What follows belongs to an exercise in optimizing a design on an open flow for small area and a short achievable clock period; a production flow would make more cautious choices. No functional check of the RTL was part of any run shown here. No driver is modelled on the clock port, so clocking that relies on it looks cheaper here than on a real chip. Power is estimated from default activity; no workload was simulated.

$ cat flow/design.v
module fa (
    input  a,
    input  b,
    input  ci,
    output s,
    output co
);
  assign s  = a ^ b ^ ci;
  assign co = (a & b) | (a & ci) | (b & ci);
endmodule
module ha (
    input  a,
    input  b,
    output s,
    output co
);
  assign s  = a ^ b;
  assign co = a & b;
endmodule
module add #(
    parameter HALFWORD_WIDTH = 16
) (
    input  signed [HALFWORD_WIDTH-1:0] A,
    input  signed [HALFWORD_WIDTH-1:0] B,
    output signed [HALFWORD_WIDTH-1:0] out
);
  assign out = A + B;
endmodule
module invb (
    input  [7:0] a,
    output [7:0] y
);
  assign y = ~a;
endmodule
module gate8 (
    input  [7:0] a,
    input        e0,
    input        e1,
    output [7:0] y
);
  assign y = a & {8{e0 & e1}};
endmodule
module signedm #(
    parameter DATA_SIZE      = 8,
    parameter HALFWORD_WIDTH = 16
) (
    input  signed [     DATA_SIZE-1:0] a,
                                       b,
    output signed [HALFWORD_WIDTH-1:0] data_out
);
  assign data_out = a * b;
endmodule
`timescale 1ns / 1ps
module pe (
    input               clk,
    input               rst,
    input  signed [7:0] weight,
    input  signed [7:0] inmap,
    input               inmap_vld,
    input               weight_vld,
    input  signed [7:0] bias,
    output signed [7:0] outmap,
    output              outmap_vld,
    output signed [15:0] outraw
);
  wire v = inmap_vld & weight_vld;
  reg  [4:0]  n;     
  reg  [15:0] acc;   
  wire z = (n == 5'd0);
  wire [15:0] base = (v & z) ? {{5{bias[7]}}, bias, 3'b0} : (v ? acc : 16'd0);
  wire [7:0] wg;
  gate8 u_gw (.a(weight), .e0(inmap_vld), .e1(weight_vld), .y(wg));
  wire one0 = inmap[0] ^ 1'b0;
  wire two0 = (inmap[1] & ~inmap[0] & ~1'b0) | (~inmap[1] & inmap[0] & 1'b0);
  wire neg0 = inmap[1] & ~(inmap[0] & 1'b0);
  wire pp0_0 = ((one0 & wg[0]) | (two0 & 1'b0)) ^ neg0;
  wire pp0_1 = ((one0 & wg[1]) | (two0 & wg[0])) ^ neg0;
  wire pp0_2 = ((one0 & wg[2]) | (two0 & wg[1])) ^ neg0;
  wire pp0_3 = ((one0 & wg[3]) | (two0 & wg[2])) ^ neg0;
  wire pp0_4 = ((one0 & wg[4]) | (two0 & wg[3])) ^ neg0;
  wire pp0_5 = ((one0 & wg[5]) | (two0 & wg[4])) ^ neg0;
  wire pp0_6 = ((one0 & wg[6]) | (two0 & wg[5])) ^ neg0;
  wire pp0_7 = ((one0 & wg[7]) | (two0 & wg[6])) ^ neg0;
  wire pp0_8 = ~(((one0 & wg[7]) | (two0 & wg[7])) ^ neg0);
  wire one1 = inmap[2] ^ inmap[1];
  wire two1 = (inmap[3] & ~inmap[2] & ~inmap[1]) | (~inmap[3] & inmap[2] & inmap[1]);
  wire neg1 = inmap[3] & ~(inmap[2] & inmap[1]);
  wire pp1_0 = ((one1 & wg[0]) | (two1 & 1'b0)) ^ neg1;
  wire pp1_1 = ((one1 & wg[1]) | (two1 & wg[0])) ^ neg1;
  wire pp1_2 = ((one1 & wg[2]) | (two1 & wg[1])) ^ neg1;
  wire pp1_3 = ((one1 & wg[3]) | (two1 & wg[2])) ^ neg1;
  wire pp1_4 = ((one1 & wg[4]) | (two1 & wg[3])) ^ neg1;
  wire pp1_5 = ((one1 & wg[5]) | (two1 & wg[4])) ^ neg1;
  wire pp1_6 = ((one1 & wg[6]) | (two1 & wg[5])) ^ neg1;
  wire pp1_7 = ((one1 & wg[7]) | (two1 & wg[6])) ^ neg1;
  wire pp1_8 = ~(((one1 & wg[7]) | (two1 & wg[7])) ^ neg1);
  wire one2 = inmap[4] ^ inmap[3];
  wire two2 = (inmap[5] & ~inmap[4] & ~inmap[3]) | (~inmap[5] & inmap[4] & inmap[3]);
  wire neg2 = inmap[5] & ~(inmap[4] & inmap[3]);
  wire pp2_0 = ((one2 & wg[0]) | (two2 & 1'b0)) ^ neg2;
  wire pp2_1 = ((one2 & wg[1]) | (two2 & wg[0])) ^ neg2;
  wire pp2_2 = ((one2 & wg[2]) | (two2 & wg[1])) ^ neg2;
  wire pp2_3 = ((one2 & wg[3]) | (two2 & wg[2])) ^ neg2;
  wire pp2_4 = ((one2 & wg[4]) | (two2 & wg[3])) ^ neg2;
  wire pp2_5 = ((one2 & wg[5]) | (two2 & wg[4])) ^ neg2;
  wire pp2_6 = ((one2 & wg[6]) | (two2 & wg[5])) ^ neg2;
  wire pp2_7 = ((one2 & wg[7]) | (two2 & wg[6])) ^ neg2;
  wire pp2_8 = ~(((one2 & wg[7]) | (two2 & wg[7])) ^ neg2);
  wire one3 = inmap[6] ^ inmap[5];
  wire two3 = (inmap[7] & ~inmap[6] & ~inmap[5]) | (~inmap[7] & inmap[6] & inmap[5]);
  wire neg3 = inmap[7] & ~(inmap[6] & inmap[5]);
  wire pp3_0 = ((one3 & wg[0]) | (two3 & 1'b0)) ^ neg3;
  wire pp3_1 = ((one3 & wg[1]) | (two3 & wg[0])) ^ neg3;
  wire pp3_2 = ((one3 & wg[2]) | (two3 & wg[1])) ^ neg3;
  wire pp3_3 = ((one3 & wg[3]) | (two3 & wg[2])) ^ neg3;
  wire pp3_4 = ((one3 & wg[4]) | (two3 & wg[3])) ^ neg3;
  wire pp3_5 = ((one3 & wg[5]) | (two3 & wg[4])) ^ neg3;
  wire pp3_6 = ((one3 & wg[6]) | (two3 & wg[5])) ^ neg3;
  wire pp3_7 = ((one3 & wg[7]) | (two3 & wg[6])) ^ neg3;
  wire pp3_8 = ~(((one3 & wg[7]) | (two3 & wg[7])) ^ neg3);
  wire basen8 = ~base[8];
  wire basen9 = ~base[9];
  wire basen11 = ~base[11];
  wire basen13 = ~base[13];
  wire basen15 = ~base[15];
  wire s0, c0;
  fa u_fa0 (.a(base[0]), .b(neg0), .ci(pp0_0), .s(s0), .co(c0));
  wire s1, c1;
  fa u_fa1 (.a(base[1]), .b(pp0_1), .ci(c0), .s(s1), .co(c1));
  wire s2, c2;
  fa u_fa2 (.a(base[2]), .b(neg1), .ci(pp0_2), .s(s2), .co(c2));
  wire s3, c3;
  fa u_fa3 (.a(pp1_0), .b(s2), .ci(c1), .s(s3), .co(c3));
  wire s4, c4;
  fa u_fa4 (.a(base[3]), .b(pp0_3), .ci(pp1_1), .s(s4), .co(c4));
  wire s5, c5;
  fa u_fa5 (.a(c2), .b(s4), .ci(c3), .s(s5), .co(c5));
  wire s6, c6;
  fa u_fa6 (.a(base[4]), .b(neg2), .ci(pp0_4), .s(s6), .co(c6));
  wire s7, c7;
  fa u_fa7 (.a(pp1_2), .b(pp2_0), .ci(c4), .s(s7), .co(c7));
  wire s8, c8;
  fa u_fa8 (.a(s6), .b(s7), .ci(c5), .s(s8), .co(c8));
  wire s9, c9;
  fa u_fa9 (.a(base[5]), .b(pp0_5), .ci(pp1_3), .s(s9), .co(c9));
  wire s10, c10;
  fa u_fa10 (.a(pp2_1), .b(c6), .ci(s9), .s(s10), .co(c10));
  wire hs0, hc0;
  ha u_ha0 (.a(c7), .b(s10), .s(hs0), .co(hc0));
  wire s11, c11;
  fa u_fa11 (.a(base[6]), .b(neg3), .ci(pp0_6), .s(s11), .co(c11));
  wire s12, c12;
  fa u_fa12 (.a(pp1_4), .b(pp2_2), .ci(pp3_0), .s(s12), .co(c12));
  wire s13, c13;
  fa u_fa13 (.a(c9), .b(s11), .ci(s12), .s(s13), .co(c13));
  wire hs1, hc1;
  ha u_ha1 (.a(c10), .b(s13), .s(hs1), .co(hc1));
  wire s14, c14;
  fa u_fa14 (.a(base[7]), .b(pp0_7), .ci(pp1_5), .s(s14), .co(c14));
  wire s15, c15;
  fa u_fa15 (.a(pp2_3), .b(pp3_1), .ci(c11), .s(s15), .co(c15));
  wire s16, c16;
  fa u_fa16 (.a(c12), .b(s14), .ci(c13), .s(s16), .co(c16));
  wire hs2, hc2;
  ha u_ha2 (.a(s15), .b(hc1), .s(hs2), .co(hc2));
  wire s17, c17;
  fa u_fa17 (.a(basen8), .b(pp0_8), .ci(pp1_6), .s(s17), .co(c17));
  wire s18, c18;
  fa u_fa18 (.a(pp2_4), .b(pp3_2), .ci(c14), .s(s18), .co(c18));
  wire s19, c19;
  fa u_fa19 (.a(s17), .b(c15), .ci(s18), .s(s19), .co(c19));
  wire hs3, hc3;
  ha u_ha3 (.a(c16), .b(s19), .s(hs3), .co(hc3));
  wire s20, c20;
  fa u_fa20 (.a(basen9), .b(base[8]), .ci(pp1_7), .s(s20), .co(c20));
  wire s21, c21;
  fa u_fa21 (.a(pp2_5), .b(pp3_3), .ci(c17), .s(s21), .co(c21));
  wire s22, c22;
  fa u_fa22 (.a(s20), .b(c18), .ci(s21), .s(s22), .co(c22));
  wire hs4, hc4;
  ha u_ha4 (.a(c19), .b(s22), .s(hs4), .co(hc4));
  wire s23, c23;
  fa u_fa23 (.a(base[10]), .b(base[9]), .ci(pp1_8), .s(s23), .co(c23));
  wire s24, c24;
  fa u_fa24 (.a(pp2_6), .b(pp3_4), .ci(c20), .s(s24), .co(c24));
  wire s25, c25;
  fa u_fa25 (.a(s23), .b(c21), .ci(s24), .s(s25), .co(c25));
  wire hs5, hc5;
  ha u_ha5 (.a(c22), .b(s25), .s(hs5), .co(hc5));
  wire s26, c26;
  fa u_fa26 (.a(basen11), .b(pp2_7), .ci(pp3_5), .s(s26), .co(c26));
  wire s27, c27;
  fa u_fa27 (.a(c23), .b(s26), .ci(c24), .s(s27), .co(c27));
  wire hs6, hc6;
  ha u_ha6 (.a(c25), .b(s27), .s(hs6), .co(hc6));
  wire s28, c28;
  fa u_fa28 (.a(base[12]), .b(base[11]), .ci(pp2_8), .s(s28), .co(c28));
  wire s29, c29;
  fa u_fa29 (.a(pp3_6), .b(c26), .ci(s28), .s(s29), .co(c29));
  wire hs7, hc7;
  ha u_ha7 (.a(s29), .b(c27), .s(hs7), .co(hc7));
  wire s30, c30;
  fa u_fa30 (.a(basen13), .b(pp3_7), .ci(c28), .s(s30), .co(c30));
  wire hs8, hc8;
  ha u_ha8 (.a(c29), .b(s30), .s(hs8), .co(hc8));
  wire s31, c31;
  fa u_fa31 (.a(base[14]), .b(base[13]), .ci(pp3_8), .s(s31), .co(c31));
  wire hs9, hc9;
  ha u_ha9 (.a(s31), .b(c30), .s(hs9), .co(hc9));
  wire w0 = basen15 ^ c31;
  wire [15:0] sx = {w0, hs9, hs8, hs7, hs6, hc4, hc3, hc2, s16, hc0, hs0, s8, s5, s3, s1, s0};
  wire [15:0] sy = {hc9, hc8, hc7, hc6, hc5, hs5, hs4, hs3, hs2, hs1, c8, 1'b0, 1'b0, 1'b0, 1'b0, 1'b0};
  wire [15:0] t = sx + sy;
  wire [6:0] r = t[9:3] + t[2];
  assign outraw = t;
  assign outmap = {1'b0, r & {7{~t[15]}}};
  assign outmap_vld = (n == 5'd24);
  always @(posedge clk) acc <= t | (acc & {16{~v}});
  always @(posedge clk or posedge rst) begin
    if (rst) n <= 5'd0;
    else if (v) n <= (n == 5'd24) ? 5'd0 : n + 5'd1;
  end
endmodule
$ cat flow/constraint.sdc
create_clock -name core_clock -period 10.5 [get_ports {clk}]
set_input_delay 2.1000 -clock core_clock [delete_from_list [all_inputs] [get_ports {clk}]]
set_output_delay 2.1000 -clock core_clock [all_outputs]
set_load 0.01 [all_outputs]
$ cat flow/standard.sh
#!/bin/bash
# synth_recipe.tcl (not shown) runs the flow's synth.tcl, then flattens the netlist and writes it again
# the make line also repeats each setting of config.mk as NAME=value (left out here)
make -C /OpenROAD-flow-scripts/flow DESIGN_CONFIG=/design/flow/config.mk WORK_HOME=/design/flow/orfs CLKGATE_MAP_FILE= SYNTH_SCRIPT=/design/flow/synth_recipe.tcl "${@:-finish}"
$ cat flow/config.mk
export PLATFORM = sky130hd
export DESIGN_NAME = pe
export DESIGN_NICKNAME = pe
export VERILOG_FILES = /design/flow/design.v
export SDC_FILE = /design/flow/constraint.sdc
export NUM_CORES = 4
export LEC_CHECK = 0
export CAP_MARGIN = 20
export CORE_MARGIN = 2
export CORE_UTILIZATION = 40
export SLEW_MARGIN = 20
export SYNTH_HIERARCHICAL = 1
export SYNTH_MINIMUM_KEEP_SIZE = 0
$ cat flow/flow/run.sh
#!/bin/bash
# Own layout flow: the standard ORFS layout, with port buffers of a small, fast buffer
# (buf_2) instead of the default the port buffering picks; every port still gets a buffer.
set -euo pipefail
export BUFFER_PORTS_ARGS="-buffer_cell sky130_fd_sc_hd__buf_2"
bash standard.sh > standard_flow.log 2>&1
==> results by group, run 1 <==
Final layout
  • Fill cells: approximately 770
  • Multi-input gate area: approximately 2500 um2
  • Post-Route Utilization: between 40% and 50%
  • Finished layout cell area: ~3500 um2
  • FF+latch area: ~450 um2
  • Area delta synth->final: 9.62%
  • Share of post-route cells with drive strength above 1: 15.7%
  • Final nets: around 490
  • Antenna cells: 0

Run status
  • Status: finished clean

Detailed routing
  • Via density: roughly 5.4
  • Routed Antenna Nets: 0
  • 1st-pass router iterations: 4
  • # DRC: 0
  • DR WL/cell: about 15 um
  • Total wire length: 7710 um
  • Vias: between 2000 and 3000
  • Initial drt markers: 60

Logic synthesis
  • Synthesized area per cell: around 8.7 um2
  • Seq/Total Area, Yosys: 13.9%
  • Synth Register Bits: 21
  • Ys async rst share: roughly a quarter
  • Synth area leader: fa_1
  • Post-Syn Area: 3200 um2
  • Syn Nets: about 460
  • Synth cell count leaders: nand2_1, xnor2_1, fa_1, a21oi_1, ha_1
  • Main area contributors after synthesis: fa_1, xnor2_1, ha_1
  • Post-Syn Instances: 368
  • Syn. warnings: 7
  • Synth unique cells: between 40 and 50
  • Post-synth EDFFs: 0
  • Top-count cell post-synth: nand2_1
  • Top-area cell type share of the netlist area: 20.7%
  • Post-synth top flop: dfxtp_1

Die
  • Total core area: approximately 7700 um2
  • Die H: approximately 93 um
  • Die area: roughly 8700 um2
  • Row count: 32
  • Initial core utilization: between 40% and 50%
  • # IOs: 53
  • Die Span X: between 90 and 100 um

STA
  • Worst Skew: approximately 0.0058 ns
  • F_max: 0.112 GHz
  • Fin Setup TNS: 0 ns
  • Max Transition Viols Final: 0
  • Hold violation count in the final report: 0
  • Fin crit period: approximately 9.0 ns
  • Hold Slack: roughly 0.45 ns
  • Period utilization: approximately 85%
  • Final setup viols: 0
  • Rel. slew slack: between 40% and 50%
  • Actual slew at the worst max-slew pin: a little over 0.8 ns
  • Setup ws final: approximately 1.5 ns
  • RSZ-0062 raised after global routing: no

Power and ir drop
  • Leak: around 1.6 nW
  • Pwr per Cell Area: between 300 and 400 nW/um2
  • Peak supply drop: 0.000281 V

Worst setup path
  • Cell mode on critical path: fa_1
  • Delay-heaviest family, CP: adder cells
  • Critical path type: input port to output pin
  • Critical path startpoint category: input port
  • Buf+Inv Stages, Crit Path: 2
  • Critical Path AT: 6.86 ns
  • Critical Path RT: between 8 and 9 ns
  • Crit path max-delay cell type: xnor2_1
  • CP cell instances: buf_2 -> and2_1 -> and3_1 -> fa_1 -> fa_1 -> fa_1 -> fa_1 -> fa_1 -> ha_1 -> fa_1 -> a21o_1 -> a22oi_1 -> a21oi_1 -> xnor2_1 -> nor2_1 -> buf_2
  • Critical path endpoint category: output pin
  • Critical path peak fanout: 12
  • Slowest stage delay, CP: about 0.64 ns

Global routing
  • Largest net degree at the start of global routing: 24
  • Global-route wire length before repair: approximately 13000 um
  • Total grt overflow: 0
  • Vias in the first global route: 2601
  • Antenna violations before repair: 0
  • Total global-route track usage: 18.5%

CTS
  • CTS sink cnt: 21
  • Hold Buf Count CTS: 0
  • Setup Fix Bufs, Post-CTS: 0
  • Root Driver: clkbuf_8
  • TritonCTS buffer count: 3
  • Resize count post-CTS: 0
  • H-tree levels: 1
  • CTS max path bufs: 2
  • Clock slew at reported path FFs: 0.08 ns
  • Clock Latency Late Sink: between 0.2 and 0.3 ns
  • TritonCTS clock tree: done

Placed design
  • Port bufs: 51
  • Post-Place Setup Slack: between 1 and 1.5 ns
  • Placed Area: about 3500 um2
  • Post-DP HPWL: approximately 6400 um
  • Gpl congestion: about 0.9

Job
  • Total of max-cap violations: 0

Hold path
  • Min-Delay Path Class: flip-flop to flip-flop
[worst reg2reg max path: cells and delay by family (launching register included)]
kind | cells | cell delay (ns)
flops | 1 | 0.43
fa+ha+maj | 8 | 2.85
compound gates | 4 | 0.60
xor+xnor | 1 | 0.64
simple gates | 2 | 1.12
buf+inv | 1 | 0.08
[where the power goes]
part / internal, mW / switching (mW)
clock network: 0.0265 / 0.0286
registers: 0.114 / 0.0269
logic: 0.483 / 0.626
[final timing paths]
check	from	to	slack, ns	cells after the start
hold reg to reg	acc[7]$_DFF_P_	acc[7]$_DFF_P_	0.45	2
setup / recovery	inmap_vld	outmap[2]	1.54	16
max in group asynchronous	rst	n[4]$_DFFE_PP0N_	8.62	2
hold / removal	acc[7]$_DFF_P_	acc[7]$_DFF_P_	0.45	2
min in group asynchronous	rst	n[2]$_DFFE_PP0N_	1.71	2
setup reg to reg	n[0]$_DFFE_PP0N_	acc[15]$_DFF_P_	4.74	16
[Yosys stat by module, one instance, submodules excluded]
module | cell area (um2) | cells inside | times used | flip-flops and latches
pe | 2380 | 318 | 1 | 21
gate8 | 50.0 | 8 | 1 | 0
ha | 12.5 | 1 | 10 | 0
fa | 20.0 | 1 | 32 | 0
[cells by family (layout without fill, tap and decap cells)]
family	after synthesis	count (layout)	share of synthesized area, %
mux	5	5	1.60
xor+xnor	49	49	13.4
buf+inv	48	76	6.38
other cells	1	1	0.117
simple gates	87	87	13.7
flops	21	21	13.9
fa+ha+maj	60	60	31.2
compound gates	97	97	19.6
[state kept, by name, summed over array words and instances (netlist names)]
register  cells
acc          16
n             5
[cells in the final DEF, fill, tap and decap left out, types with 2 or more instances in the layout]
| cell | instances |
|---|---|
| a21boi_0 | 2 |
| a21o_1 | 22 |
| a21oi_1 | 30 |
| a22oi_1 | 22 |
| a31oi_1 | 2 |
| and2_1 | 2 |
| and3_1 | 12 |
| buf_2 | 51 |
| clkbuf_8 | 3 |
| dfrtp_1 | 5 |
| dfxtp_1 | 16 |
| fa_1 | 33 |
| ha_1 | 27 |
| inv_1 | 17 |
| inv_2 | 3 |
| mux2i_1 | 4 |
| nand2_1 | 44 |
| nand2b_1 | 5 |
| nand3_1 | 5 |
| nand4_1 | 2 |
| nor2_1 | 6 |
| nor2b_1 | 2 |
| nor3_1 | 2 |
| o21ai_0 | 8 |
| o21ai_1 | 3 |
| o21bai_1 | 2 |
| or3_1 | 2 |
| xnor2_1 | 42 |
| xor2_1 | 7 |
[final cells by class]
type,instances,area share (%)
Sequential cell,21,12.7
Timing Repair Buffer,52,7.49
Clock buffer,3,1.18
Clock inverter,1,0.143
Inverter,20,2.14
Multi-Input combinational cell,299,72.7
Tap cell,102,3.64
[per-stage QoR]
stage	instances	total power, mW
finish	498	1.30
global route	498	1.45
CTS	498	1.32
detailed placement	494	1.26
global placement	494	1.24
floorplan	368	0.936
[per-layer routing]
metal  global-route usage (%)  vias up  share of wire (%)
met5                        0        -                  0
met1                     23.7     1304                 45
li1                         -     1308                  -
met2                     32.9       53                 51
met4                     4.17        0                1.2
met3                     2.42       10                3.1
==> run 2, diff against run 1 <==
--- a/flow/design.v
+++ b/flow/design.v
@@ -140,75 +140,75 @@
   wire s7, c7;
   fa u_fa7 (.a(pp1_2), .b(pp2_0), .ci(c4), .s(s7), .co(c7));
+  wire hs0, hc0;
+  ha u_ha0 (.a(s6), .b(s7), .s(hs0), .co(hc0));
   wire s8, c8;
-  fa u_fa8 (.a(s6), .b(s7), .ci(c5), .s(s8), .co(c8));
+  fa u_fa8 (.a(base[5]), .b(pp0_5), .ci(pp1_3), .s(s8), .co(c8));
   wire s9, c9;
-  fa u_fa9 (.a(base[5]), .b(pp0_5), .ci(pp1_3), .s(s9), .co(c9));
+  fa u_fa9 (.a(pp2_1), .b(c6), .ci(s8), .s(s9), .co(c9));
+  wire hs1, hc1;
+  ha u_ha1 (.a(c7), .b(s9), .s(hs1), .co(hc1));
   wire s10, c10;
-  fa u_fa10 (.a(pp2_1), .b(c6), .ci(s9), .s(s10), .co(c10));
-  wire hs0, hc0;
-  ha u_ha0 (.a(c7), .b(s10), .s(hs0), .co(hc0));
+  fa u_fa10 (.a(base[6]), .b(neg3), .ci(pp0_6), .s(s10), .co(c10));
   wire s11, c11;
-  fa u_fa11 (.a(base[6]), .b(neg3), .ci(pp0_6), .s(s11), .co(c11));
+  fa u_fa11 (.a(pp1_4), .b(pp2_2), .ci(pp3_0), .s(s11), .co(c11));
   wire s12, c12;
-  fa u_fa12 (.a(pp1_4), .b(pp2_2), .ci(pp3_0), .s(s12), .co(c12));
+  fa u_fa12 (.a(c8), .b(s10), .ci(s11), .s(s12), .co(c12));
+  wire hs2, hc2;
+  ha u_ha2 (.a(c9), .b(s12), .s(hs2), .co(hc2));
   wire s13, c13;
-  fa u_fa13 (.a(c9), .b(s11), .ci(s12), .s(s13), .co(c13));
-  wire hs1, hc1;
-  ha u_ha1 (.a(c10), .b(s13), .s(hs1), .co(hc1));
+  fa u_fa13 (.a(base[7]), .b(pp0_7), .ci(pp1_5), .s(s13), .co(c13));
   wire s14, c14;
-  fa u_fa14 (.a(base[7]), .b(pp0_7), .ci(pp1_5), .s(s14), .co(c14));
+  fa u_fa14 (.a(pp2_3), .b(pp3_1), .ci(c10), .s(s14), .co(c14));
   wire s15, c15;
-  fa u_fa15 (.a(pp2_3), .b(pp3_1), .ci(c11), .s(s15), .co(c15));
+  fa u_fa15 (.a(c11), .b(s13), .ci(c12), .s(s15), .co(c15));
+  wire hs3, hc3;
+  ha u_ha3 (.a(s14), .b(hc2), .s(hs3), .co(hc3));
   wire s16, c16;
-  fa u_fa16 (.a(c12), .b(s14), .ci(c13), .s(s16), .co(c16));
-  wire hs2, hc2;
-  ha u_ha2 (.a(s15), .b(hc1), .s(hs2), .co(hc2));
+  fa u_fa16 (.a(basen8), .b(pp0_8), .ci(pp1_6), .s(s16), .co(c16));
   wire s17, c17;
-  fa u_fa17 (.a(basen8), .b(pp0_8), .ci(pp1_6), .s(s17), .co(c17));
+  fa u_fa17 (.a(pp2_4), .b(pp3_2), .ci(c13), .s(s17), .co(c17));
   wire s18, c18;
-  fa u_fa18 (.a(pp2_4), .b(pp3_2), .ci(c14), .s(s18), .co(c18));
+  fa u_fa18 (.a(s16), .b(c14), .ci(s17), .s(s18), .co(c18));
+  wire hs4, hc4;
+  ha u_ha4 (.a(c15), .b(s18), .s(hs4), .co(hc4));
   wire s19, c19;
-  fa u_fa19 (.a(s17), .b(c15), .ci(s18), .s(s19), .co(c19));
-  wire hs3, hc3;
-  ha u_ha3 (.a(c16), .b(s19), .s(hs3), .co(hc3));
+  fa u_fa19 (.a(basen9), .b(base[8]), .ci(pp1_7), .s(s19), .co(c19));
   wire s20, c20;
-  fa u_fa20 (.a(basen9), .b(base[8]), .ci(pp1_7), .s(s20), .co(c20));
+  fa u_fa20 (.a(pp2_5), .b(pp3_3), .ci(c16), .s(s20), .co(c20));
   wire s21, c21;
-  fa u_fa21 (.a(pp2_5), .b(pp3_3), .ci(c17), .s(s21), .co(c21));
+  fa u_fa21 (.a(s19), .b(c17), .ci(s20), .s(s21), .co(c21));
+  wire hs5, hc5;
+  ha u_ha5 (.a(c18), .b(s21), .s(hs5), .co(hc5));
   wire s22, c22;
-  fa u_fa22 (.a(s20), .b(c18), .ci(s21), .s(s22), .co(c22));
-  wire hs4, hc4;
-  ha u_ha4 (.a(c19), .b(s22), .s(hs4), .co(hc4));
+  fa u_fa22 (.a(base[10]), .b(base[9]), .ci(pp1_8), .s(s22), .co(c22));
   wire s23, c23;
-  fa u_fa23 (.a(base[10]), .b(base[9]), .ci(pp1_8), .s(s23), .co(c23));
+  fa u_fa23 (.a(pp2_6), .b(pp3_4), .ci(c19), .s(s23), .co(c23));
   wire s24, c24;
-  fa u_fa24 (.a(pp2_6), .b(pp3_4), .ci(c20), .s(s24), .co(c24));
+  fa u_fa24 (.a(s22), .b(c20), .ci(s23), .s(s24), .co(c24));
+  wire hs6, hc6;
+  ha u_ha6 (.a(c21), .b(s24), .s(hs6), .co(hc6));
   wire s25, c25;
-  fa u_fa25 (.a(s23), .b(c21), .ci(s24), .s(s25), .co(c25));
-  wire hs5, hc5;
-  ha u_ha5 (.a(c22), .b(s25), .s(hs5), .co(hc5));
+  fa u_fa25 (.a(basen11), .b(pp2_7), .ci(pp3_5), .s(s25), .co(c25));
   wire s26, c26;
-  fa u_fa26 (.a(basen11), .b(pp2_7), .ci(pp3_5), .s(s26), .co(c26));
+  fa u_fa26 (.a(c22), .b(s25), .ci(c23), .s(s26), .co(c26));
+  wire hs7, hc7;
+  ha u_ha7 (.a(c24), .b(s26), .s(hs7), .co(hc7));
   wire s27, c27;
-  fa u_fa27 (.a(c23), .b(s26), .ci(c24), .s(s27), .co(c27));
-  wire hs6, hc6;
-  ha u_ha6 (.a(c25), .b(s27), .s(hs6), .co(hc6));
+  fa u_fa27 (.a(base[12]), .b(base[11]), .ci(pp2_8), .s(s27), .co(c27));
   wire s28, c28;
-  fa u_fa28 (.a(base[12]), .b(base[11]), .ci(pp2_8), .s(s28), .co(c28));
+  fa u_fa28 (.a(pp3_6), .b(c25), .ci(s27), .s(s28), .co(c28));
+  wire hs8, hc8;
+  ha u_ha8 (.a(s28), .b(c26), .s(hs8), .co(hc8));
   wire s29, c29;
-  fa u_fa29 (.a(pp3_6), .b(c26), .ci(s28), .s(s29), .co(c29));
-  wire hs7, hc7;
-  ha u_ha7 (.a(s29), .b(c27), .s(hs7), .co(hc7));
+  fa u_fa29 (.a(basen13), .b(pp3_7), .ci(c27), .s(s29), .co(c29));
+  wire hs9, hc9;
+  ha u_ha9 (.a(c28), .b(s29), .s(hs9), .co(hc9));
   wire s30, c30;
-  fa u_fa30 (.a(basen13), .b(pp3_7), .ci(c28), .s(s30), .co(c30));
-  wire hs8, hc8;
-  ha u_ha8 (.a(c29), .b(s30), .s(hs8), .co(hc8));
-  wire s31, c31;
-  fa u_fa31 (.a(base[14]), .b(base[13]), .ci(pp3_8), .s(s31), .co(c31));
-  wire hs9, hc9;
-  ha u_ha9 (.a(s31), .b(c30), .s(hs9), .co(hc9));
-  wire w0 = basen15 ^ c31;
-  wire [15:0] sx = {w0, hs9, hs8, hs7, hs6, hc4, hc3, hc2, s16, hc0, hs0, s8, s5, s3, s1, s0};
-  wire [15:0] sy = {hc9, hc8, hc7, hc6, hc5, hs5, hs4, hs3, hs2, hs1, c8, 1'b0, 1'b0, 1'b0, 1'b0, 1'b0};
+  fa u_fa30 (.a(base[14]), .b(base[13]), .ci(pp3_8), .s(s30), .co(c30));
+  wire hs10, hc10;
+  ha u_ha10 (.a(s30), .b(c29), .s(hs10), .co(hc10));
+  wire w0 = basen15 ^ c30;
+  wire [15:0] sx = {w0, hs10, hs9, hs8, hs7, hc5, hc4, hc3, s15, hc1, hc0, hs0, s5, s3, s1, s0};
+  wire [15:0] sy = {hc10, hc9, hc8, hc7, hc6, hs6, hs5, hs4, hs3, hs2, hs1, c5, 1'b0, 1'b0, 1'b0, 1'b0};
   wire [15:0] t = sx + sy;
   wire [6:0] r = t[9:3] + t[2];
==> flow/flow/run.sh (replaced) <==
#!/bin/bash
# Own layout flow: the standard ORFS layout (standard.sh) with two changes:
#  - port buffers use buf_2 instead of the buffer the port buffering picks by default
#    (every input and output port still gets its own buffer);
#  - before clock-tree synthesis, a timing-driven sizing pass (gate upsizing and pin
#    swaps only, no new buffers) aims at a worst slack somewhat above the placed one.
set -euo pipefail
here=$(cd "$(dirname "$0")" && pwd)
export BUFFER_PORTS_ARGS="-buffer_cell sky130_fd_sc_hd__buf_2"
export PRE_CTS_TCL="$here/pre_cts.tcl"
export SIZE_EXTRA_SLACK="${SIZE_EXTRA_SLACK:-0.35}"
bash standard.sh > standard_flow.log 2>&1
==> flow/flow/pre_cts.tcl (new file) <==
# Timing-driven gate sizing before CTS: upsize gates and swap pins (no buffering) on the
# worst paths until the worst slack is SIZE_EXTRA_SLACK ns above what placement left.
estimate_parasitics -placement
set ws [worst_slack -max]
puts "pre_cts sizing: worst slack $ws, target [expr {$ws + $::env(SIZE_EXTRA_SLACK)}]"
repair_timing -setup -setup_margin [expr {$ws + $::env(SIZE_EXTRA_SLACK)}] \
  -sequence "sizeup,swap" -repair_tns 0 -verbose
puts "pre_cts sizing: worst slack now [worst_slack -max]"
--- a/flow/config.mk
+++ b/flow/config.mk
@@ -9,5 +9,5 @@
 export CORE_MARGIN = 2
 export CORE_UTILIZATION = 40
-export SLEW_MARGIN = 20
+export SLEW_MARGIN = 60
 export SYNTH_HIERARCHICAL = 1
 export SYNTH_MINIMUM_KEEP_SIZE = 0
==> run 2 against run 1 <==
- non-clock buffer count unchanged
- synthesized cell count decreased by 7.1%
- cell area decreased by 0.11%
- critical path depth unchanged
- critical path type unchanged
- die area decreased by 1.7%
- clock skew decreased by 0.0026 ns
==> results by group, run 2 <==
Run status
  • Status: finished clean

STA
  • Max Transition Viols Final: 0
  • Fin Setup TNS: 0 ns
  • Hold Slack: 0.449 ns
  • Rel. slew slack: around two thirds
  • Final setup viols: 0
  • RSZ-0062 raised after global routing: no
  • Worst Skew: roughly 0.0033 ns
  • Hold violation count in the final report: 0
  • F_max: 0.115 GHz
  • Period utilization: just over 80%
  • Actual slew at the worst max-slew pin: just under 0.5 ns
  • Fin crit period: slightly below 9 ns

Detailed routing
  • # DRC: 0
  • Routed Antenna Nets: 0
  • Total wire length: around 7000 um
  • 1st-pass router iterations: 4
  • Via density: 5.32
  • DR WL/cell: ~15 um
  • Vias: about 2500
  • Initial drt markers: 113

Placed design
  • Post-DP HPWL: about 5900 um
  • Gpl congestion: 0.920
  • Port bufs: between 50 and 60
  • Placed cells: around 470

CTS
  • Clock slew at reported path FFs: ~0.080 ns
  • Clock Latency Late Sink: 0.26 ns
  • Hold Buf Count CTS: 0
  • Setup Fix Bufs, Post-CTS: 0
  • CTS sink cnt: 21
  • TritonCTS buffer count: 3
  • Resize count post-CTS: 5
  • TritonCTS clock tree: done

Worst setup path
  • R2r worst-path depth: 16
  • Critical path peak fanout: 20
  • CP cell instances: buf_2 -> ha_1 -> a22oi_1 -> xnor2_1 -> fa_1 -> fa_1 -> fa_1 -> ha_1 -> ha_1 -> and2_1 -> a221oi_1 -> and2_1 -> o21bai_1 -> a31oi_1 -> xnor2_1 -> buf_2
  • Critical path endpoint category: output pin
  • R2r setup slk: approximately 5.7 ns
  • Setup crit start: inmap[1]
  • Worst reg2reg endpoint: acc[13]$_DFF_P_
  • Critical Path RT: roughly 8.4 ns
  • Slowest stage delay, CP: 0.52 ns
  • Critical path type: input port to output pin
  • R2R Path Start: n[0]$_DFFE_PP0N_
  • Critical path startpoint category: input port
  • Crit path max-delay cell type: fa_1
  • Critical Path AT: 6.57 ns

Logic synthesis
  • Main area contributors after synthesis: fa_1, ha_1, xnor2_1
  • Synth area leader: fa_1
  • Post-synth EDFFs: 0
  • Post-synth top flop: dfxtp_1
  • Syn Nets: between 400 and 500
  • Synth Register Bits: 21
  • Top-area cell type share of the netlist area: about a fifth
  • Seq/Total Area, Yosys: 14.2%
  • Synthesized area per cell: 9.19 um2
  • Post-Syn Instances: ~340
  • Ys async rst share: about a quarter
  • Synth cell count leaders: xnor2_1, fa_1, ha_1, a22oi_1
  • Synth unique cells: between 40 and 50
  • Top-count cell post-synth: xnor2_1
  • Post-Syn Area: around 3100 um2
  • Syn. warnings: 7

Global routing
  • Vias in the first global route: around 2500
  • Antenna violations before repair: 0
  • Global-route wire length before repair: around 12000 um
  • Largest net degree at the start of global routing: 25
  • Total global-route track usage: 17.0%
  • Total grt overflow: 0

Hold path
  • Hold path start: acc[1]$_DFF_P_
  • Min-Delay Endpoint: acc[1]$_DFF_P_
  • Min-Delay Path Class: flip-flop to flip-flop
  • Hold Path Cell Cnt: 1

Die
  • Initial core utilization: between 40% and 50%
  • Die Span X: just over 90 um
  • Total core area: between 7000 and 8000 um2
  • Die H: just over 90 um
  • # IOs: between 50 and 60
  • Row count: 32
  • Die area: around 8600 um2

Power and ir drop
  • Peak supply drop: about 0.00036 V
  • Leak: 1.57 nW
  • Pwr per Cell Area: around 360 nW/um2

Final layout
  • Share of post-route cells with drive strength above 1: 19.5%
  • Final nets: between 400 and 500
  • Most common cell after layout, fill and taps aside: buf_2
  • Antenna cells: 0
  • Most frequent cells in the layout: buf_2, xnor2_1, fa_1
  • Reg with most FFs: acc
  • FF+latch area: between 400 and 500 um2
  • Fin cells: 477
  • Multi-input gate area: around 2600 um2
  • Fill cells: approximately 800
  • Post-Route Utilization: 45.6%
  • Largest regs: acc (16), n (5)
  • Area delta synth->final: 11.4%
  • Max reg flops: 16

Job
  • Total of max-cap violations: 0
-- run 2: cell count changes in the layout (fill, tap and decap cells not counted), sizes merged, moves of 3 or more --
| cell | change |
|---|---|
| a21oi | -13 |
| a22o | +5 |
| and2 | +5 |
| mux2i | -3 |
| nand2 | -22 |
| nor2 | +5 |
| nor2b | +3 |
-- run 2: worst max-delay path, delay by kind of cell --
family                     cells  cell delay [ns]
buffers and inverters          2             0.50
AOI/OAI and AO/OA              4             0.96
xor gates and xnor gates       2             0.27
and+or+nand+nor                2             0.40
adders and majority gates      6             2.36
-- run 2: worst max-delay path by stage --
stage / endpoint / slack (ns) / cells past startpoint
after CTS: outmap[0] / 1.82 / 16
after global placement: outmap[0] / 1.59 / 16
after global routing: outraw[13] / 1.59 / 17
final: outraw[13] / 1.83 / 16
after floorplan: outmap[0] / 2.13 / 16
after detailed placement: outmap[0] / 1.45 / 16
-- run 2: cells by family after synthesis --
| kind of cell | after synthesis | share of synthesized area (%) |
|---|---|---|
| muxes | 3 | 1.03 |
| buffers and inverters | 41 | 5.49 |
| xor gates and xnor gates | 51 | 14.7 |
| and+or+nand+nor | 74 | 12.6 |
| adders and majority gates | 61 | 31.9 |
| AOI/OAI and AO/OA | 90 | 20.0 |
| other | 1 | 0.119 |
| DFF | 21 | 14.2 |
-- run 2: where the power goes --
part	internal, mW	total [mW]	switching, mW
Combinational	0.470	1.06	0.588
Sequential	0.114	0.139	0.0252
Clock	0.0270	0.0536	0.0266
Total	0.611	1.25	0.640
-- run 2: final cells by class --
cell class	count	share of cell area (%)
multi-input cells	280	73.0
inverters	18	1.93
repair buffers	52	7.43
clock buffers	4	1.29
well taps	102	3.64
flip-flops and latches	21	12.7
-- run 2: modules after synthesis (local to each module, per instance) --
module  times used  flip-flops and latches  cell area [um2]
fa              31                       0             20.0
gate8            1                       0             50.0
ha              11                       0             12.5
pe               1                      21             2330
-- run 2: metal layers --
layer,track usage [%],wire (um),up-vias
met5,0,0,-
li1,-,-,1242
met2,27.7,3490,76
met4,2.94,46,0
met1,24.2,3050,1217
met3,2.85,353,4
-- run 2: stage by stage --
stage                     area, um2  setup WS (ns)  power [mW]
after detailed placement       3420           1.45        1.21
after CTS                      3490           1.82        1.27
after global routing           3500           1.59        1.39
after floorplan                3140           2.13       0.899
final                          3500           1.83        1.25
after global placement         3420           1.59        1.19
==> run 3, diff against run 2 <==
--- a/flow/design.v
+++ b/flow/design.v
@@ -40,4 +40,22 @@
 );
   assign y = a & {8{e0 & e1}};
+endmodule
+module nandg8 (
+    input  [7:0] a,
+    input        e0,
+    input        e1,
+    output [7:0] y
+);
+  assign y = ~(a & {8{e0 & e1}});
+endmodule
+module bsel4 (
+    input        e0,
+    input        e1,
+    input        z,
+    input  [3:0] b,
+    input  [3:0] a,
+    output [3:0] y
+);
+  assign y = (e0 & e1) ? (z ? b : a) : 4'd0;
 endmodule
 module signedm #(
==> flow/flow/run.sh (replaced) <==
#!/bin/bash
# Own layout flow: the standard ORFS layout (standard.sh, which also runs the standard
# synthesis) with two changes:
#  - port buffers are buf_1 instead of the buffer the port buffering picks by default
#    (every input and output port still gets its own buffer; the sizing may upsize it);
#  - before clock-tree synthesis, pre_cts.tcl runs a timing-driven sizing pass (gate
#    upsizing and pin swaps only) aiming at a worst slack SIZE_EXTRA_SLACK ns above the
#    placed one.
# The final report's power-grid check has failed now and then on a placement; if the run
# fails, it is redone from scratch with a slightly smaller sizing target. Each attempt's
# output is in standard_flow_<target>.log; ORFS's own logs are under orfs/logs.
set -uo pipefail
here=$(cd "$(dirname "$0")" && pwd)
export BUFFER_PORTS_ARGS="-buffer_cell sky130_fd_sc_hd__buf_1"
export PRE_CTS_TCL="$here/pre_cts.tcl"
for x in 0.45 0.40 0.35 0.30; do
  rm -rf orfs out/final.def
  if SIZE_EXTRA_SLACK=$x bash standard.sh > "standard_flow_$x.log" 2>&1 && [[ -f out/final.def ]]; then
    echo "layout done with sizing target +$x ns"
    exit 0
  fi
  echo "layout with sizing target +$x ns failed; see standard_flow_$x.log"
done
exit 1
==> run 3 against run 2 <==
- critical endpoint is now outmap[0]
- core utilization fell by 1.0 points
- register-to-register slack worse by 0.11 ns
- first-iteration DRC count shrank 7.1%
- flip-flop and latch count did not move
- via count shrank 0.35%
- non-clock buffer count did not move
==> results by group, run 3 <==
Run status
  • Status: finished clean

Worst setup path
  • Worst reg2reg endpoint: acc[15]$_DFF_P_
  • Critical Path RT: 8.40 ns
  • R2r setup slk: 5.55 ns
  • Crit path max-delay cell type: fa_1
  • Critical path startpoint category: input port
  • Slowest stage delay, CP: roughly 0.52 ns
  • R2r worst-path depth: 17
  • Critical Path AT: ~6.7 ns
  • Critical path type: input port to output pin
  • Critical path endpoint category: output pin
  • CP cell instances: buf_2 -> ha_1 -> a22oi_1 -> xnor2_1 -> fa_1 -> fa_1 -> fa_1 -> ha_1 -> ha_1 -> and2_1 -> a221oi_1 -> a211oi_1 -> nor3_1 -> xnor2_2 -> nor2b_1 -> buf_1
  • R2R Path Start: n[0]$_DFFE_PP0N_
  • Critical path peak fanout: 20
  • CP Capture Point: outmap[0]
  • Setup crit start: inmap[1]

Hold path
  • Hold path start: acc[0]$_DFF_P_
  • Min-Delay Path Class: flip-flop to flip-flop

Detailed routing
  • DR WL/cell: between 10 and 15 um
  • Routed wl met3: 316 um
  • Initial drt markers: 105
  • Met2 Routed Length: around 3500 um
  • DRT met1 WL: roughly 3200 um
  • 1st-pass router iterations: 4
  • # DRC: 0
  • Total wire length: 7090 um
  • Routed Antenna Nets: 0
  • Uppermost layer routed: met4
  • Via density: 5.32
  • Vias: between 2000 and 3000

Die
  • Initial core utilization: 40.9%
  • Row count: 32
  • Die area: 8590 um2
  • # IOs: 53
  • Total core area: approximately 7700 um2
  • Die Span X: between 90 and 100 um
  • Die H: a little over 90 um

CTS
  • CTS sink cnt: 21
  • Clock slew at reported path FFs: ~0.080 ns
  • TritonCTS buffer count: 3
  • Clock Latency Late Sink: about 0.27 ns
  • Setup Fix Bufs, Post-CTS: 0
  • Hold Buf Count CTS: 0
  • TritonCTS clock tree: done

Placed design
  • Port bufs: between 50 and 60
  • Gpl congestion: a little under 0.9
  • Placed cells: 471
  • Post-DP HPWL: ~6000 um

Power and ir drop
  • Sw Ratio: about 53%
  • PnR Total Power: between 1 and 1.5 mW
  • Peak supply drop: roughly 0.00046 V
  • Leak: 1.43 nW
  • Seq pwr share: 11.5%
  • Internal power: ~0.56 mW
  • Switching power: 0.639 mW
  • Pwr per Cell Area: around 350 nW/um2
  • Clock Power Share: under 10%
  • Combinational share of power: approximately 84%

STA
  • RSZ-0062 raised after global routing: no
  • Fin crit period: ~8.8 ns
  • Hold violation count in the final report: 0
  • Actual slew at the worst max-slew pin: 0.551 ns
  • F_max: around 0.11 GHz
  • Max Transition Viols Final: 0
  • Final setup viols: 0
  • Hold Slack: 0.452 ns
  • Fin Setup TNS: 0 ns
  • Rel. slew slack: 63.0%
  • Worst Skew: around 0.011 ns
  • Period utilization: between 80% and 90%

Global routing
  • Total grt overflow: 0
  • Antenna violations before repair: 0
  • Total global-route track usage: 16.9%
  • Vias in the first global route: between 2000 and 2500
  • Largest net degree at the start of global routing: 25
  • Global-route wire length before repair: 11600 um

Final layout
  • Antenna cells: 0
  • Reg with most FFs: acc
  • Most common cell after layout, fill and taps aside: buf_1
  • Fill cells: approximately 800
  • Most frequent cells in the layout: buf_1, xnor2_1, fa_1
  • Largest regs: acc (16), n (5)
  • Max reg flops: 16
  • Share of post-route cells with drive strength above 1: 5.88%
  • Final nets: 464
  • Fin cells: between 400 and 500
  • Post-Route Utilization: approximately 45%
  • Area delta synth->final: 8.87%

Job
  • Total of max-cap violations: 0

Logic synthesis
  • Top-area cell type share of the netlist area: about a fifth
  • Synth Register Bits: 21
  • Ys async rst share: around a quarter
  • Post-Syn Area: approximately 3100 um2
  • Post-synth EDFFs: 0
  • Syn. warnings: 7
  • Synth area leader: fa_1
  • Post-Syn Instances: approximately 340
  • Synth unique cells: 42
  • Seq/Total Area, Yosys: about 14%
  • Top-count cell post-synth: xnor2_1
  • Synth cell count leaders: xnor2_1, fa_1, ha_1, a22oi_1, a21o_1
  • Post-synth top flop: dfxtp_1
  • Syn Nets: 430
  • Synthesized area per cell: ~9.2 um2
  • Main area contributors after synthesis: fa_1, ha_1, xnor2_1
run 3: cell type report:
cell class	count	area, um2	share of cell area, %
Clock buffer	3	41.3	1.21
Clock inverter	1	5.00	0.146
Inverter	18	67.6	1.97
Multi-Input combinational cell	279	2540	74.1
Sequential cell	21	445	13.0
Tap cell	102	128	3.73
Timing Repair Buffer	52	201	5.88
run 3: metal layers:
| metal | vias up | global-route usage, % |
|---|---|---|
| li1 | 1243 | - |
| met4 | 0 | 1.47 |
| met3 | 5 | 2.44 |
| met2 | 48 | 28.8 |
| met1 | 1234 | 23.6 |
| met5 | - | 0 |
run 3: logic make-up (layout without fill, tap and decap cells):
kind of cell	after synthesis	in the layout	synth area share (%)
xor gates and xnor gates	51	51	14.7
AOI/OAI and AO/OA	90	90	20.0
DFF	21	21	14.2
adders and majority gates	61	61	31.9
buffers and inverters	41	74	5.49
other	1	1	0.119
muxes	3	3	1.03
and+or+nand+nor	73	73	12.6
run 3: power by group through the flow:
| stage | registers, mW | logic (mW) | clock network (mW) |
|---|---|---|---|
| 6_report | 0.138 | 1.01 | 0.0544 |
| 3_5_place_dp | 0.140 | 1.01 | 0 |
| 5_1_grt | 0.143 | 1.13 | 0.0597 |
| 3_3_place_gp | 0.140 | 1.01 | 0 |
| 4_1_cts | 0.138 | 1.02 | 0.0569 |
| 2_1_floorplan | 0.134 | 0.764 | 0 |
run 3: Yosys stat by module (local to each module, per instance):
module  cells inside  times used  flops+latches
pe               291           1             21
gate8              8           1              0
fa                 1          31              0
ha                 1          11              0
run 3: repair_timing:
item                       4_1_cts  5_1_grt
setup endpoints to repair       12        0
hold endpoints to repair         0        0
gates resized for setup          4        0
run 3: worst max-delay path: cells and delay by family:
kind | cells | cell delay (ns)
AO/OA/AOI/OAI | 3 | 0.69
XOR/XNOR | 2 | 0.33
adder cells (fa/ha/maj) | 6 | 2.36
buffers and inverters | 2 | 0.55
AND/OR/NAND/NOR | 3 | 0.69
run 3: metrics by stage:
step / worst slack (ns) / instance area, um2
after floorplan: 2.14 / 3150
after global placement: 1.20 / 3360
after detailed placement: 1.20 / 3360
after CTS: 1.65 / 3420
after global routing: 1.34 / 3420
final: 1.66 / 3420
run 3: worst min path at each step:
stage                     end  slack, ns  cells after the start
5_1_grt        acc[5]$_DFF_P_       0.47                      1
3_5_place_dp   acc[0]$_DFF_P_       0.43                      1
2_1_floorplan  acc[0]$_DFF_P_       0.42                      1
4_1_cts        acc[0]$_DFF_P_       0.46                      1
3_3_place_gp   acc[0]$_DFF_P_       0.43                      1
6_report       acc[0]$_DFF_P_       0.45                      1
==> run 4, diff against run 3 <==
--- a/flow/design.v
+++ b/flow/design.v
@@ -148,85 +148,85 @@
   wire s2, c2;
   fa u_fa2 (.a(base[2]), .b(neg1), .ci(pp0_2), .s(s2), .co(c2));
+  wire hs0, hc0;
+  ha u_ha0 (.a(pp1_0), .b(s2), .s(hs0), .co(hc0));
   wire s3, c3;
-  fa u_fa3 (.a(pp1_0), .b(s2), .ci(c1), .s(s3), .co(c3));
+  fa u_fa3 (.a(base[3]), .b(pp0_3), .ci(pp1_1), .s(s3), .co(c3));
+  wire hs1, hc1;
+  ha u_ha1 (.a(c2), .b(s3), .s(hs1), .co(hc1));
   wire s4, c4;
-  fa u_fa4 (.a(base[3]), .b(pp0_3), .ci(pp1_1), .s(s4), .co(c4));
+  fa u_fa4 (.a(base[4]), .b(neg2), .ci(pp0_4), .s(s4), .co(c4));
   wire s5, c5;
-  fa u_fa5 (.a(c2), .b(s4), .ci(c3), .s(s5), .co(c5));
+  fa u_fa5 (.a(pp1_2), .b(pp2_0), .ci(c3), .s(s5), .co(c5));
+  wire hs2, hc2;
+  ha u_ha2 (.a(s4), .b(hc1), .s(hs2), .co(hc2));
   wire s6, c6;
-  fa u_fa6 (.a(base[4]), .b(neg2), .ci(pp0_4), .s(s6), .co(c6));
+  fa u_fa6 (.a(base[5]), .b(pp0_5), .ci(pp1_3), .s(s6), .co(c6));
   wire s7, c7;
-  fa u_fa7 (.a(pp1_2), .b(pp2_0), .ci(c4), .s(s7), .co(c7));
-  wire hs0, hc0;
-  ha u_ha0 (.a(s6), .b(s7), .s(hs0), .co(hc0));
+  fa u_fa7 (.a(pp2_1), .b(c4), .ci(s6), .s(s7), .co(c7));
+  wire hs3, hc3;
+  ha u_ha3 (.a(c5), .b(hc2), .s(hs3), .co(hc3));
   wire s8, c8;
-  fa u_fa8 (.a(base[5]), .b(pp0_5), .ci(pp1_3), .s(s8), .co(c8));
+  fa u_fa8 (.a(base[6]), .b(neg3), .ci(pp0_6), .s(s8), .co(c8));
   wire s9, c9;
-  fa u_fa9 (.a(pp2_1), .b(c6), .ci(s8), .s(s9), .co(c9));
-  wire hs1, hc1;
-  ha u_ha1 (.a(c7), .b(s9), .s(hs1), .co(hc1));
+  fa u_fa9 (.a(pp1_4), .b(pp2_2), .ci(pp3_0), .s(s9), .co(c9));
   wire s10, c10;
-  fa u_fa10 (.a(base[6]), .b(neg3), .ci(pp0_6), .s(s10), .co(c10));
+  fa u_fa10 (.a(c6), .b(s8), .ci(s9), .s(s10), .co(c10));
+  wire hs4, hc4;
+  ha u_ha4 (.a(c7), .b(s10), .s(hs4), .co(hc4));
   wire s11, c11;
-  fa u_fa11 (.a(pp1_4), .b(pp2_2), .ci(pp3_0), .s(s11), .co(c11));
+  fa u_fa11 (.a(base[7]), .b(pp0_7), .ci(pp1_5), .s(s11), .co(c11));
   wire s12, c12;
-  fa u_fa12 (.a(c8), .b(s10), .ci(s11), .s(s12), .co(c12));
-  wire hs2, hc2;
-  ha u_ha2 (.a(c9), .b(s12), .s(hs2), .co(hc2));
+  fa u_fa12 (.a(pp2_3), .b(pp3_1), .ci(c8), .s(s12), .co(c12));
   wire s13, c13;
-  fa u_fa13 (.a(base[7]), .b(pp0_7), .ci(pp1_5), .s(s13), .co(c13));
+  fa u_fa13 (.a(c9), .b(s11), .ci(c10), .s(s13), .co(c13));
+  wire hs5, hc5;
+  ha u_ha5 (.a(s12), .b(hc4), .s(hs5), .co(hc5));
   wire s14, c14;
-  fa u_fa14 (.a(pp2_3), .b(pp3_1), .ci(c10), .s(s14), .co(c14));
+  fa u_fa14 (.a(basen8), .b(pp0_8), .ci(pp1_6), .s(s14), .co(c14));
   wire s15, c15;
-  fa u_fa15 (.a(c11), .b(s13), .ci(c12), .s(s15), .co(c15));
-  wire hs3, hc3;
-  ha u_ha3 (.a(s14), .b(hc2), .s(hs3), .co(hc3));
+  fa u_fa15 (.a(pp2_4), .b(pp3_2), .ci(c11), .s(s15), .co(c15));
   wire s16, c16;
-  fa u_fa16 (.a(basen8), .b(pp0_8), .ci(pp1_6), .s(s16), .co(c16));
+  fa u_fa16 (.a(s14), .b(c12), .ci(s15), .s(s16), .co(c16));
+  wire hs6, hc6;
+  ha u_ha6 (.a(c13), .b(s16), .s(hs6), .co(hc6));
   wire s17, c17;
-  fa u_fa17 (.a(pp2_4), .b(pp3_2), .ci(c13), .s(s17), .co(c17));
+  fa u_fa17 (.a(basen9), .b(base[8]), .ci(pp1_7), .s(s17), .co(c17));
   wire s18, c18;
-  fa u_fa18 (.a(s16), .b(c14), .ci(s17), .s(s18), .co(c18));
-  wire hs4, hc4;
-  ha u_ha4 (.a(c15), .b(s18), .s(hs4), .co(hc4));
+  fa u_fa18 (.a(pp2_5), .b(pp3_3), .ci(c14), .s(s18), .co(c18));
   wire s19, c19;
-  fa u_fa19 (.a(basen9), .b(base[8]), .ci(pp1_7), .s(s19), .co(c19));
+  fa u_fa19 (.a(s17), .b(c15), .ci(s18), .s(s19), .co(c19));
+  wire hs7, hc7;
+  ha u_ha7 (.a(c16), .b(s19), .s(hs7), .co(hc7));
   wire s20, c20;
-  fa u_fa20 (.a(pp2_5), .b(pp3_3), .ci(c16), .s(s20), .co(c20));
+  fa u_fa20 (.a(base[10]), .b(base[9]), .ci(pp1_8), .s(s20), .co(c20));
   wire s21, c21;
-  fa u_fa21 (.a(s19), .b(c17), .ci(s20), .s(s21), .co(c21));
-  wire hs5, hc5;
-  ha u_ha5 (.a(c18), .b(s21), .s(hs5), .co(hc5));
+  fa u_fa21 (.a(pp2_6), .b(pp3_4), .ci(c17), .s(s21), .co(c21));
   wire s22, c22;
-  fa u_fa22 (.a(base[10]), .b(base[9]), .ci(pp1_8), .s(s22), .co(c22));
+  fa u_fa22 (.a(s20), .b(c18), .ci(s21), .s(s22), .co(c22));
+  wire hs8, hc8;
+  ha u_ha8 (.a(c19), .b(s22), .s(hs8), .co(hc8));
   wire s23, c23;
-  fa u_fa23 (.a(pp2_6), .b(pp3_4), .ci(c19), .s(s23), .co(c23));
+  fa u_fa23 (.a(basen11), .b(pp2_7), .ci(pp3_5), .s(s23), .co(c23));
   wire s24, c24;
-  fa u_fa24 (.a(s22), .b(c20), .ci(s23), .s(s24), .co(c24));
-  wire hs6, hc6;
-  ha u_ha6 (.a(c21), .b(s24), .s(hs6), .co(hc6));
+  fa u_fa24 (.a(c20), .b(s23), .ci(c21), .s(s24), .co(c24));
+  wire hs9, hc9;
+  ha u_ha9 (.a(c22), .b(s24), .s(hs9), .co(hc9));
   wire s25, c25;
-  fa u_fa25 (.a(basen11), .b(pp2_7), .ci(pp3_5), .s(s25), .co(c25));
+  fa u_fa25 (.a(base[12]), .b(base[11]), .ci(pp2_8), .s(s25), .co(c25));
   wire s26, c26;
-  fa u_fa26 (.a(c22), .b(s25), .ci(c23), .s(s26), .co(c26));
-  wire hs7, hc7;
-  ha u_ha7 (.a(c24), .b(s26), .s(hs7), .co(hc7));
+  fa u_fa26 (.a(pp3_6), .b(c23), .ci(s25), .s(s26), .co(c26));
+  wire hs10, hc10;
+  ha u_ha10 (.a(s26), .b(c24), .s(hs10), .co(hc10));
   wire s27, c27;
-  fa u_fa27 (.a(base[12]), .b(base[11]), .ci(pp2_8), .s(s27), .co(c27));
+  fa u_fa27 (.a(basen13), .b(pp3_7), .ci(c25), .s(s27), .co(c27));
+  wire hs11, hc11;
+  ha u_ha11 (.a(c26), .b(s27), .s(hs11), .co(hc11));
   wire s28, c28;
-  fa u_fa28 (.a(pp3_6), .b(c25), .ci(s27), .s(s28), .co(c28));
-  wire hs8, hc8;
-  ha u_ha8 (.a(s28), .b(c26), .s(hs8), .co(hc8));
-  wire s29, c29;
-  fa u_fa29 (.a(basen13), .b(pp3_7), .ci(c27), .s(s29), .co(c29));
-  wire hs9, hc9;
-  ha u_ha9 (.a(c28), .b(s29), .s(hs9), .co(hc9));
-  wire s30, c30;
-  fa u_fa30 (.a(base[14]), .b(base[13]), .ci(pp3_8), .s(s30), .co(c30));
-  wire hs10, hc10;
-  ha u_ha10 (.a(s30), .b(c29), .s(hs10), .co(hc10));
-  wire w0 = basen15 ^ c30;
-  wire [15:0] sx = {w0, hs10, hs9, hs8, hs7, hc5, hc4, hc3, s15, hc1, hc0, hs0, s5, s3, s1, s0};
-  wire [15:0] sy = {hc10, hc9, hc8, hc7, hc6, hs6, hs5, hs4, hs3, hs2, hs1, c5, 1'b0, 1'b0, 1'b0, 1'b0};
+  fa u_fa28 (.a(base[14]), .b(base[13]), .ci(pp3_8), .s(s28), .co(c28));
+  wire hs12, hc12;
+  ha u_ha12 (.a(s28), .b(c27), .s(hs12), .co(hc12));
+  wire w0 = basen15 ^ c28;
+  wire [15:0] sx = {w0, hs12, hs11, hs10, hs9, hc7, hc6, hc5, s13, hc3, s7, s5, hc0, c1, s1, s0};
+  wire [15:0] sy = {hc12, hc11, hc10, hc9, hc8, hs8, hs7, hs6, hs5, hs4, hs3, hs2, hs1, hs0, 1'b0, 1'b0};
   wire [15:0] t = sx + sy;
   wire [6:0] r = t[9:3] + t[2];
==> run 4 against run 3 <==
- critical path depth unchanged
- via count grew 7.2%
- routed wire length grew 6.3%
- critical endpoint is now outmap[6]
- synthesized cell count increased by 7.9%
- cell area up 6.8%
- still clean on timing, DRC and antenna
- largest cell class unchanged
- clock power increased by 1%
- final cell count is 6.7% higher
==> results by group, run 4 <==
Detailed routing
  • Via density: about 5.3
  • Total wire length: 7530 um
  • DR WL/cell: roughly 15 um
  • Initial drt markers: 94
  • Vias: between 2000 and 3000
  • # DRC: 0
  • Routed Antenna Nets: 0
  • 1st-pass router iterations: 5

Run status
  • Status: finished clean

STA
  • Final setup viols: 0
  • Worst Skew: about 0.0078 ns
  • Fin crit period: roughly 8.6 ns
  • Hold Slack: 0.447 ns
  • F_max: ~0.12 GHz
  • RSZ-0062 raised after global routing: no
  • Rel. slew slack: between 60% and 70%
  • Period utilization: roughly four fifths
  • Fin Setup TNS: 0 ns
  • Max Transition Viols Final: 0
  • Actual slew at the worst max-slew pin: 0.529 ns
  • Hold violation count in the final report: 0

Die
  • # IOs: 53
  • Die area: 8980 um2
  • Total core area: just over 8000 um2
  • Row count: 33
  • Die H: between 90 and 100 um
  • Die Span X: 94.8 um
  • Initial core utilization: 40.7%

Final layout
  • Most frequent cells in the layout: buf_1, xnor2_1, fa_1, ha_1, a21oi_1
  • Area delta synth->final: 10.9%
  • Largest regs: acc (16), n (5)
  • Antenna cells: 0
  • Post-Route Utilization: 45.2%
  • Fill cells: 817
  • Max reg flops: 16
  • Final nets: 495
  • Most common cell after layout, fill and taps aside: buf_1
  • Reg with most FFs: acc
  • Share of post-route cells with drive strength above 1: about 8.9%

Logic synthesis
  • Syn. warnings: 7
  • Post-synth EDFFs: 0
  • Top-area cell type share of the netlist area: 18.2%
  • Main area contributors after synthesis: fa_1, ha_1, xnor2_1
  • Top-count cell post-synth: xnor2_1
  • Synth unique cells: between 50 and 60
  • Seq/Total Area, Yosys: approximately 14%
  • Synth area leader: fa_1
  • Post-synth top flop: dfxtp_1
  • Synth cell count leaders: xnor2_1, ha_1, fa_1, a21oi_1
  • Synthesized area per cell: ~9.0 um2
  • Post-Syn Instances: 368
  • Synth Register Bits: 21
  • Ys async rst share: a little under a quarter
  • Post-Syn Area: about 3300 um2
  • Syn Nets: between 400 and 500

Worst setup path
  • Critical path type: input port to output pin
  • CP cell instances: buf_2 -> nand2_1 -> nor4_4 -> a22oi_2 -> fa_1 -> fa_1 -> fa_1 -> ha_1 -> ha_2 -> inv_1 -> nor3_1 -> a311oi_2 -> o311ai_2 -> or4b_1 -> a21oi_1 -> clkbuf_2
  • Critical Path RT: 8.40 ns
  • R2r setup slk: approximately 5.4 ns
  • Critical path endpoint category: output pin
  • Slowest stage delay, CP: 0.54 ns
  • Critical path peak fanout: 11
  • Critical Path AT: between 6 and 7 ns
  • Critical path startpoint category: input port
  • Cell mode on critical path: fa_1
  • Crit path max-delay cell type: or4b_1

Global routing
  • Vias in the first global route: around 2600
  • Total grt overflow: 0
  • Global-route wire length before repair: between 10000 and 15000 um
  • Largest net degree at the start of global routing: 23
  • Total global-route track usage: 18.1%
  • Antenna violations before repair: 0

Power and ir drop
  • Peak supply drop: 0.000370 V
  • PnR Total Power: roughly 1.4 mW
  • Leak: 1.51 nW
  • Pwr per Cell Area: ~380 nW/um2

CTS
  • Clock slew at reported path FFs: roughly 0.090 ns
  • Hold Buf Count CTS: 0
  • CTS sink cnt: 21
  • TritonCTS clock tree: done
  • Setup Fix Bufs, Post-CTS: 0
  • TritonCTS buffer count: 3
  • Clock Latency Late Sink: between 0.2 and 0.3 ns

Hold path
  • Min-Delay Path Class: flip-flop to flip-flop

Placed design
  • Port bufs: 51
  • Post-DP HPWL: 6150 um
  • Gpl congestion: about 0.86

Job
  • Total of max-cap violations: 0
==> run 4: changes by cell type in the layout (fill, tap and decap cells not counted), sizes merged, moves of 3 or more <==
cell | previous run | this run
a21oi | 17 | 25
ha | 29 | 33
nand2 | 20 | 24
o21a | 0 | 4
inv | 18 | 21
nand4 | 0 | 3
==> run 4: power breakdown <==
part | total (mW) | leakage [nW] | switching [mW] | internal (mW)
registers | 0.138 | 0.191 | 0.0250 | 0.113
logic | 1.19 | 1.30 | 0.684 | 0.505
clock network | 0.0552 | 0.0255 | 0.0286 | 0.0265
==> run 4: repair_timing <==
item / 4_1_cts / 5_1_grt
resized for setup: 21 / 0
hold endpoints to repair: 0 / 0
endpoints found under the setup margin: 11 / 0
==> run 4: stage by stage <==
| step | cell area [um2] | std cells | setup slack [ns] |
|---|---|---|---|
| after global routing | 3660 | 508 | 1.63 |
| after CTS | 3650 | 508 | 1.88 |
| after floorplan | 3300 | 368 | 1.93 |
| after detailed placement | 3540 | 504 | 1.47 |
| after global placement | 3530 | 503 | 1.34 |
| final | 3660 | 508 | 1.91 |
==> run 4: worst paths after layout <==
path | cells past startpoint | startpoint | endpoint
hold / removal | 1 | acc[0]$_DFF_P_ | acc[0]$_DFF_P_
hold reg to reg | 1 | acc[0]$_DFF_P_ | acc[0]$_DFF_P_
setup reg to reg | 17 | n[0]$_DFFE_PP0P_ | acc[15]$_DFF_P_
max in group asynchronous | 2 | rst | n[3]$_DFFE_PP0P_
setup / recovery | 16 | inmap_vld | outmap[6]
min in group asynchronous | 2 | rst | n[2]$_DFFE_PP0P_
==> run 4: cell type report <==
cell class / instances / area [um2] / share of cell area [%]
repair buffers: 53 / 215 / 5.89
inverters: 21 / 81.3 / 2.22
multi-input cells: 304 / 2740 / 74.8
clock inverters: 1 / 5.00 / 0.137
well taps: 105 / 131 / 3.59
clock buffers: 3 / 41.3 / 1.13
flip-flops and latches: 21 / 445 / 12.2
==> run 4: kinds of logic after synthesis <==
kind of cell / Yosys count / share of synthesized area (%)
AO/OA/AOI/OAI: 105 / 22.2
AND/OR/NAND/NOR: 83 / 13.8
adder cells (fa/ha/maj): 63 / 30.8
XOR/XNOR: 50 / 13.7
buffers and inverters: 43 / 5.24
flip-flops: 21 / 13.5
multiplexers: 2 / 0.683
other: 1 / 0.114
==> run 4: per-module statistics from Yosys, one instance, submodules excluded <==
module,flip-flops and latches,copies in the design
ha,0,13
fa,0,29
pe,21,1
gate8,0,1
==> run 4: per-layer routing <==
layer  wire, um  vias to the layer above  GRT usage (%)
li1           -                     1367              -
met1       3780                     1282           26.7
met3        278                        9           1.60
met5          0                        -              0
met4        119                        0           3.99
met2       3360                       53           28.6
==> run 4: critical path, delay by kind of cell <==
family	cells	cell delay [ns]
simple gates	4	1.15
compound gates	4	0.79
fa+ha+maj	5	2.01
buf+inv	3	0.46

[static timing again, ports no longer ideal]
No port has a modelled driver above. Below, the same layouts with a new extraction and two added sets of constraints.
Step 1 assumes that a clkbuf_16 drives the clock port and a buf_2 every other input.
Step 2 moves the port delays by t, midway between the first and last clock arrival at a register: inputs arrive t later, outputs are due t later. That takes back most of the time a late clock gives input paths.
a / b / c = no drivers / after step 1 / after step 2; a / b = the first two.
run | t, ns | slack for setup (ns) | worst setup path after step 2 | latest minus earliest clock arrival (ns) | worst data-port slew with drivers (ns)
run 1 | 0.297 | 1.536 / 1.517 / 1.517 | input to output | 0.005 / 0.006 | 0.03
run 2 | 0.283 | 1.832 / 1.810 / 1.810 | input to output | 0.004 / 0.003 | 0.03
run 3 | 0.289 | 1.656 / 1.634 / 1.634 | input to output | 0.011 / 0.011 | 0.04
run 4 | 0.295 | 1.907 / 1.879 / 1.879 | input to output | 0.008 / 0.008 | 0.03
After both steps setup and hold are still met in every run listed. The setup slack of run 4, which loses most, moves by -0.028 ns with the drivers and by -0.028 ns with both steps.
